This is an optimization exercise on Yosys and OpenROAD, whose aim is small area, not a production implementation. The RTL was checked by simulation tests, not by an equivalence proof against the original design. Power and IR drop assume default switching activity.

==> run a <==
Design top_level, start of the top module:
module top_level(
    input  wire clk,
    input  wire [3:0]  button,
    input  wire [17:0] SW,
    output wire [6:0]  HEX0, HEX1, HEX2, HEX3, HEX4, HEX5, HEX6, HEX7
);
    wire rst_n = button[3];
    wire sw_mode = SW[0];
    wire tick, first, tick_d1;
    wire [4:0] ph;
    clock_divider_1s u_div (.clk(clk), .rst_n(rst_n), .tick(tick), .first(first),
                            .tick_d1(tick_d1), .ph(ph));
    wire sel_pulse, up_pulse, down_pulse;
    btn_onepulse u_sel  (.clk(clk), .rst_n(rst_n), .btn_n(button[2]), .pulse(sel_pulse));
    btn_onepulse u_up   (.clk(clk), .rst_n(rst_n), .btn_n(button[1]), .pulse(up_pulse));
    btn_onepulse u_down (.clk(clk), .rst_n(rst_n), .btn_n(button[0]), .pulse(down_pulse));
    wire inc_sec, dec_sec, inc_min, dec_min, inc_hour, dec_hour;
    wire inc_day, dec_day, inc_mon, dec_mon, inc_year, dec_year;
    wire en_sec, en_min, en_hour, en_day, en_mon, en_year;
    wire e76, e54, e32, e10;
    adjust_select u_adj (
        .clk(clk), .rst_n(rst_n), .sw_mode(sw_mode),
        .sel_pulse(sel_pulse), .up_pulse(up_pulse), .down_pulse(down_pulse),
        .first(first), .tick_d1(tick_d1),
        .inc_sec(inc_sec), .dec_sec(dec_sec), .inc_min(inc_min), .dec_min(dec_min),
        .inc_hour(inc_hour), .dec_hour(dec_hour), .inc_day(inc_day), .dec_day(dec_day),
        .inc_mon(inc_mon), .dec_mon(dec_mon), .inc_year(inc_year), .dec_year(dec_year),
        .en_sec(en_sec), .en_min(en_min), .en_hour(en_hour),
  ...
export LEC_CHECK = 0
export ABC_AREA = 1
export CAP_MARGIN = 20
export CORE_MARGIN = 2
export CORE_UTILIZATION = 40
export SLEW_MARGIN = 20
create_clock -name core_clock -period 15.0 [get_ports {clk}]
standard.sh (not shown) runs the stock make flow with config.mk's settings and CLKGATE_MAP_FILE= SYNTH_SCRIPT=/design/flow/synth_recipe.tcl, a recipe that flattens the netlist after the stock synthesis.
==> flow/flow/run.sh <==
#!/bin/bash
# Layout flow: the standard flow (standard.sh) with these changes
#  - synthesis maps the logic with an area-oriented ABC script (flow/area.abc),
#    the best of several seeds (see flow/synth.tcl),
#    and without extracting half/full adder cells (ADDER_MAP_FILE empty);
#  - ports are buffered with buf_1 cells;
#  - the clock tree is built from clkbuf_4 cells, without dummy loads.
# Each tool's output goes to the ORFS logs under orfs/logs; the make output
# to flow.log.
set -euo pipefail
export FLOW_WORK=$PWD
export FLOW_ABC_SCRIPT=$PWD/flow/area.abc
export FLOW_ABC_SEEDS="1 2 3 4 5 6"
bash standard.sh \
  SYNTH_SCRIPT=$PWD/flow/synth.tcl \
  ADDER_MAP_FILE= \
  "BUFFER_PORTS_ARGS=-buffer_cell sky130_fd_sc_hd__buf_1" \
  "CTS_ARGS=-sink_clustering_enable -repair_clock_nets -buf_list sky130_fd_sc_hd__clkbuf_4 -dont_use_dummy_load" \
  finish > flow.log 2>&1
==> flow/flow/area.abc <==
strash
&get -n
&fraig -x
&put
scorr
dc2
strash
&get -n
&deepsyn -T 60 -S @SEED@
&dch -f
&nf -R 1000 -p -F 10 -A 10
&put
==> flow/flow/synth.tcl <==
# The standard flow's synthesis (synth_recipe.tcl, which runs ORFS's synth.tcl) with one
# change: ABC maps the logic with an area-oriented script (flow/area.abc,
# which ends with &deepsyn and &nf), tried with several random seeds of
# &deepsyn; the smallest result is kept.  Registers are mapped before ABC
# runs and are not touched by it.
proc abc {args} {
  set i [lsearch -exact $args -script]
  set lib_args {}
  foreach {k v} $args { if {$k eq "-liberty"} { lappend lib_args -liberty $v } }
  set tmpl [read [open $::env(FLOW_ABC_SCRIPT)]]
  set best_area 1e99
  yosys design -save abc_in
  foreach seed $::env(FLOW_ABC_SEEDS) {
    set script $::env(FLOW_WORK)/abc_seed$seed.script
    set f [open $script w]
    puts $f [string map [list @SEED@ $seed] $tmpl]
    close $f
    yosys design -load abc_in
    lset args [expr {$i + 1}] $script
    yosys abc {*}$args
    yosys tee -q -o $::env(FLOW_WORK)/abc_seed$seed.stat stat {*}$lib_args
    set area 1e99
    regexp {Chip area for module [^:]*: ([0-9.]+)} [read [open $::env(FLOW_WORK)/abc_seed$seed.stat]] -> area
    puts "ABC seed $seed: area $area"
    if {$area < $best_area} {
      set best_area $area
      yosys design -save abc_best
    }
  }
  yosys design -load abc_best
  puts "ABC: kept area $best_area"
}
source $::env(FLOW_WORK)/synth_recipe.tcl
==> run b (differences from run a) <==
--- a/flow/design.v
+++ b/flow/design.v
@@ -139,99 +139,69 @@
         end
     end
 endmodule
 module hour24(
     input  wire clk, rst_n,
     input  wire inc, dec,
-    output reg [1:0] q1,
-    output reg [3:0] q0,
+    output wire [1:0] q1,
+    output wire [3:0] q0,
     output wire top                 
 );
-    wire o9 = q0[3] & q0[0];
-    wire o0 = ~q0[3] & ~q0[2] & ~q0[1] & ~q0[0];
-    assign top = q1[1] & q0[1] & q0[0];           
-    wire bot = ~q1[1] & ~q1[0] & o0;
-    wire [3:0] ti0 = {q0[0] & (q0[3] | q0[2] & q0[1]), q0[0] & q0[1], q0[0] & ~q0[3], 1'b1};
-    wire [3:0] td0 = {~q0[0] & ~q0[1] & ~q0[2], ~q0[0] & ~q0[1] & (q0[2] | q0[3]),
-                      ~q0[0] & (q0[1] | q0[2] | q0[3]), 1'b1};
+    reg [4:0] h;
+    assign top = h[4] & h[2] & h[1] & h[0];       
+    wire bot = ~|h;
     always @(posedge clk or negedge rst_n) begin
-        if (!rst_n) begin
-            q1 <= 2'd0; q0 <= 4'd0;
-        end else if (inc & top) begin
-            q1 <= 2'd0; q0 <= 4'd0;
-        end else if (dec & bot) begin
-            q1 <= 2'd2; q0 <= 4'd3;
-        end else begin
-            q0 <= q0 ^ ({4{inc}} & ti0 | {4{dec}} & td0);
-            if (inc & o9) q1 <= {q1[0], ~q1[0]};
-            else if (dec & o0) q1 <= {1'b0, q1[1]};
-        end
+        if (!rst_n) h <= 5'd0;
+        else if (inc) h <= top ? 5'd0 : h + 5'd1;
+        else if (dec) h <= bot ? 5'd23 : h - 5'd1;
     end
+    assign q1 = (h >= 5'd20) ? 2'd2 : (h >= 5'd10) ? 2'd1 : 2'd0;
+    assign q0 = (h >= 5'd20) ? h[3:0] - 4'd4 : (h >= 5'd10) ? h[3:0] - 4'd10 : h[3:0];
 endmodule
 module day31(
     input  wire clk, rst_n,
     input  wire inc, dec,
-    input  wire m30, feb, leap,     
-    output reg [1:0] q1,
-    output reg [3:0] q0,
-    output wire top                 
-);
-    wire d31 = q1[1] & q1[0] & q0[0];
-    wire d30 = q1[1] & q1[0] & ~q0[0];
-    wire d29 = q1[1] & ~q1[0] & q0[3] & q0[0];
-    wire d28 = q1[1] & ~q1[0] & q0[3] & ~q0[0];
-    assign top = feb ? (leap ? d29 : d28) : (m30 ? d30 : d31);
-    wire big = (d31 & (m30 | feb)) | (feb & (d30 | (d29 & ~leap)));
-    wire bot = ~q1[1] & ~q1[0] & ~q0[3] & ~q0[2] & ~q0[1];
-    wire o9 = q0[3] & q0[0];
-    wire o0 = ~q0[3] & ~q0[2] & ~q0[1] & ~q0[0];
-    wire [3:0] ti0 = {q0[0] & (q0[3] | q0[2] & q0[1]), q0[0] & q0[1], q0[0] & ~q0[3], 1'b1};
-    wire [3:0] td0 = {~q0[0] & ~q0[1] & ~q0[2], ~q0[0] & ~q0[1] & (q0[2] | q0[3]),
-                      ~q0[0] & (q0[1] | q0[2] | q0[3]), 1'b1};
-    wire [1:0] ti1 = {q1[0], 1'b1};
-    wire [1:0] td1 = {~q1[0], 1'b1};
+    input  wire m30, feb, leap,
+    output wire [1:0] q1,
+    output wire [3:0] q0,
+    output wire top
+);
+    reg [4:0] d;
+    wire [4:0] mx = feb ? {4'b1110, leap} : {4'b1111, ~m30};
+    assign top = d == mx;
+    wire big = d > mx;
+    wire bot = d == 5'd1;
     always @(posedge clk or negedge rst_n) begin
-        if (!rst_n) begin
-            q1 <= 2'd0; q0 <= 4'd1;
-        end else if (big | (inc & top)) begin
-            q1 <= 2'd0; q0 <= 4'd1;
-        end else if (dec & bot) begin
-            q1 <= feb ? 2'd2 : 2'd3;
-            q0 <= feb ? {3'b100, leap} : {3'b000, ~m30};
-        end else begin
-            q0 <= q0 ^ ({4{inc}} & ti0 | {4{dec}} & td0);
-            q1 <= q1 ^ ({2{inc & o9}} & ti1 | {2{dec & o0}} & td1);
-        end
+        if (!rst_n) d <= 5'd1;
+        else if (big | (inc & top)) d <= 5'd1;
+        else if (inc) d <= d + 5'd1;
+        else if (dec) d <= bot ? mx : d - 5'd1;
     end
+    assign q1 = (d >= 5'd30) ? 2'd3 : (d >= 5'd20) ? 2'd2 : (d >= 5'd10) ? 2'd1 : 2'd0;
+    assign q0 = (d >= 5'd30) ? d[3:0] - 4'd14 : (d >= 5'd20) ? d[3:0] - 4'd4 : (d >= 5'd10) ? d[3:0] - 4'd10 : d[3:0];
 endmodule
 module month12(
     input  wire clk, rst_n,
     input  wire inc, dec,
-    output reg       q1,
-    output reg [3:0] q0,
-    output wire top                 
-);
-    assign top = q1 & q0[1];                      
-    wire bot = ~q1 & ~q0[3] & ~q0[2] & ~q0[1];    
-    wire o9 = q0[3] & q0[0];
-    wire o0 = ~q0[3] & ~q0[2] & ~q0[1] & ~q0[0];
-    wire [3:0] ti0 = {q0[0] & (q0[3] | q0[2] & q0[1]), q0[0] & q0[1], q0[0] & ~q0[3], 1'b1};
-    wire [3:0] td0 = {~q0[0] & ~q0[1] & ~q0[2], ~q0[0] & ~q0[1] & (q0[2] | q0[3]),
-                      ~q0[0] & (q0[1] | q0[2] | q0[3]), 1'b1};
+    output wire       q1,
+    output wire [3:0] q0,
+    output wire top,                
+    output wire m30, feb            
+);
+    reg [3:0] m;
+    assign top = m[3] & m[2];                     
+    wire bot = ~m[3] & ~m[2] & ~m[1];             
     always @(posedge clk or negedge rst_n) begin
-        if (!rst_n) begin
-            q1 <= 1'b0; q0 <= 4'd1;
-        end else if (inc & top) begin
-            q1 <= 1'b0; q0 <= 4'd1;
-        end else if (dec & bot) begin
-            q1 <= 1'b1; q0 <= 4'd2;
-        end else begin
-            q0 <= q0 ^ ({4{inc}} & ti0 | {4{dec}} & td0);
-            if ((inc & o9) | (dec & o0)) q1 <= ~q1;
-        end
+        if (!rst_n) m <= 4'd1;
+        else if (inc) m <= top ? 4'd1 : m + 4'd1;
+        else if (dec) m <= bot ? 4'd12 : m - 4'd1;
     end
+    assign q1 = m[3] & (m[2] | m[1]);             
+    assign q0 = q1 ? m - 4'd10 : m;
+    assign m30 = (m == 4'd4) | (m == 4'd6) | (m == 4'd9) | (m == 4'd11);
+    assign feb = (m == 4'd2);
 endmodule
 module year16k(
     input  wire clk, rst_n,
     input  wire inc, dec,
     output reg [3:0] l1, l0,
     output reg [3:0] e1, e0,
@@ -337,18 +307,17 @@
     bcd60 u_sec (.clk(clk), .rst_n(rst_n), .inc(inc_sec | (~en_sec & tick)), .dec(dec_sec),
                  .q1(s1), .q0(s0), .top(s_top));
     bcd60 u_min (.clk(clk), .rst_n(rst_n), .inc(inc_min | (~en_min & carry_sec)), .dec(dec_min),
                  .q1(m1), .q0(m0), .top(m_top));
     hour24 u_hour (.clk(clk), .rst_n(rst_n), .inc(inc_hour | (~en_hour & carry_min)), .dec(dec_hour),
                    .q1(h1), .q0(h0), .top(h_top));
-    wire m30 = o1 ? o0[0] : (o0[2] & ~o0[0]) | (o0[3] & o0[0]);
-    wire feb = ~o1 & ~o0[2] & o0[1] & ~o0[0];
+    wire m30, feb;
     day31 u_day (.clk(clk), .rst_n(rst_n), .inc(inc_day | (~en_day & carry_hour)), .dec(dec_day),
                  .m30(m30), .feb(feb), .leap(leap), .q1(d1), .q0(d0), .top(d_top));
     month12 u_mon (.clk(clk), .rst_n(rst_n), .inc(inc_mon | (~en_mon & carry_day)), .dec(dec_mon),
-                   .q1(o1), .q0(o0), .top(o_top));
+                   .q1(o1), .q0(o0), .top(o_top), .m30(m30), .feb(feb));
     year16k u_year (.clk(clk), .rst_n(rst_n), .inc(inc_year | (~en_year & carry_mon)), .dec(dec_year),
                     .l1(l1), .l0(l0), .e1(), .e0(), .r(), .leap(leap), .y3(y3), .y2(y2));
     always @(posedge clk) begin
         c <= (tick & ~en_sec & s_top)
                 | (carry_sec & ~en_min & m_top)
                 | (carry_min & ~en_hour & h_top)
--- a/flow/flow/run.sh
+++ b/flow/flow/run.sh
@@ -7,13 +7,13 @@
 #  - the clock tree is built from clkbuf_4 cells, without dummy loads.
 # Each tool's output goes to the ORFS logs under orfs/logs; the make output
 # to flow.log.
 set -euo pipefail
 export FLOW_WORK=$PWD
 export FLOW_ABC_SCRIPT=$PWD/flow/area.abc
-export FLOW_ABC_SEEDS="1 2 3 4 5 6"
+export FLOW_ABC_SEEDS="1 2 3 4 5 6 7 8"
 bash standard.sh \
   SYNTH_SCRIPT=$PWD/flow/synth.tcl \
   ADDER_MAP_FILE= \
   "BUFFER_PORTS_ARGS=-buffer_cell sky130_fd_sc_hd__buf_1" \
   "CTS_ARGS=-sink_clustering_enable -repair_clock_nets -buf_list sky130_fd_sc_hd__clkbuf_4 -dont_use_dummy_load" \
   finish > flow.log 2>&1
==> run c (differences from run a) <==
==> flow/flow/run.sh (replaced) <==
#!/bin/bash
# Layout flow: the standard flow (standard.sh) with these changes
#  - synthesis maps the logic with an area-oriented ABC script (flow/area.abc)
#    and without extracting half/full adder cells (ADDER_MAP_FILE empty);
#  - ports are buffered with buf_1 cells;
#  - the clock tree is built from clkbuf_4 cells, without dummy loads.
# Each tool's output goes to the ORFS logs under orfs/logs; the make output
# to flow.log.
set -euo pipefail
export FLOW_WORK=$PWD
export FLOW_ABC_SCRIPT=$PWD/flow/area.abc
bash standard.sh \
  SYNTH_SCRIPT=$PWD/flow/synth.tcl \
  ADDER_MAP_FILE= \
  "BUFFER_PORTS_ARGS=-buffer_cell sky130_fd_sc_hd__buf_1" \
  "CTS_ARGS=-sink_clustering_enable -repair_clock_nets -buf_list sky130_fd_sc_hd__clkbuf_4 -dont_use_dummy_load" \
  finish > flow.log 2>&1
==> flow/flow/area.abc (replaced) <==
strash
&get -n
&fraig -x
&put
scorr
dc2
strash
&get -n
&deepsyn -T 120
&dch -f
&nf -R 1000 -p -F 10 -A 10
&put
==> flow/flow/synth.tcl (replaced) <==
# The standard flow's synthesis (synth_recipe.tcl, which runs ORFS's synth.tcl) with one
# change: ABC maps the logic with flow/area.abc, an area-oriented script, in
# place of ORFS's abc_area.script.  Registers are mapped before ABC runs and
# are not touched by it.
proc abc {args} {
  set i [lsearch -exact $args -script]
  if {$i >= 0} {
    lset args [expr {$i + 1}] $::env(FLOW_ABC_SCRIPT)
  }
  yosys abc {*}$args
}
source $::env(FLOW_WORK)/synth_recipe.tcl
==> qor summary <==
Result of the run: run b finished clean; run c finished clean; run a finished clean
Layout-stage area growth over the synthesis result: run b 10.53%; run c 10.22%; run a 10.42%
Count of antenna diodes in the layout: run b 1; run c 0; run a 0
Wire length on met2: run b 5.693 mm; run c 6.015 mm; run a 6.074 mm
Overall global routing resource usage: run b 0.1709; run c 0.1721; run a 0.1825
Number of flip-flops and latches: run b 115; run c 118; run a 118
#FFs+latches synth: run b 115; run c 118; run a 118
Endpoint arrival time on the critical path: run b 5280 ps; run c 5830 ps; run a 5120 ps
Metal3 WL: run b 444 um; run c 342 um; run a 540 um
Final critical-path setup slack: run b 6716 ps; run c 6171 ps; run a 6876 ps
Worst R2R Start: run b u_adj.i_r[1]; run c u_adj.sw_mode_d; run a u_adj.sw_mode_d
Tightest slew margin relative to the limit: run b 0.4255; run c 0.4311; run a 0.4677
Sink Count: run b 115; run c 118; run a 118
Post-route fraction of the period consumed by the critical path: run b 0.5523; run c 0.5886; run a 0.5416
Fraction of met1 tracks used by global routing: run b 0.2224; run c 0.2255; run a 0.2384
Post-layout minimum cycle time: run b 8284 ps; run c 8829 ps; run a 8124 ps
Number of global-route vias before repair: run b 4,457; run c 4,489; run a 4,678
Setup slack on the worst flop-to-flop path: run b 11,200 ps; run c 11,300 ps; run a 11,280 ps
Non-clock buffering overhead in the final layout: run b 0.04048; run c 0.03924; run a 0.04028
Mean cell area of the mapped netlist: run b 8.714 um2; run c 8.853 um2; run a 8.739 um2
Area taken by flip-flops and latches: run b 2704 um2; run c 2779 um2; run a 2779 um2
Fin Hold WS: run b 358.8 ps; run c 349.8 ps; run a 338.1 ps
Mux contribution to synthesized area: run b 0.01536; run c 0.02425; run a 0.01350
Routed length per instance: run b 13.37 um; run c 13.59 um; run a 14.12 um
Cells after DPL: run b 886; run c 888; run a 888
Minimum setup slack after placement: run b 6767 ps; run c 6178 ps; run a 6854 ps
Internal portion of total power: run b 0.3753 mW; run c 0.3810 mW; run a 0.3810 mW

what the ideal ports hide:
The flow's constraints put no driver on any port. The routed layouts listed below were extracted and timed again, unchanged, in two steps.
Step 1: set_driving_cell puts a clkbuf_16 on clk and a buf_2 on each other input, an assumption about the parent block.
Step 2 times the ports against the registers' clock, not the clock port: input delays grow and output delays shrink by t, the midpoint of the rising clock arrivals with the driver on.
Three values: no drivers, after step 1, after step 2; two values: the first two.
run | shift t [ns] | setup WS [ns] | hold slack, ns | worst setup path at the end
run a | 0.536 | 6.876 / 6.854 / 6.854 | 0.338 / 0.338 / 0.338 | input to output
run b | 0.530 | 6.716 / 6.692 / 6.692 | 0.359 / 0.359 / 0.359 | input to output
run c | 0.518 | 6.171 / 6.147 / 6.147 | 0.350 / 0.350 / 0.350 | input to output
After both steps every run listed still meets setup and hold.
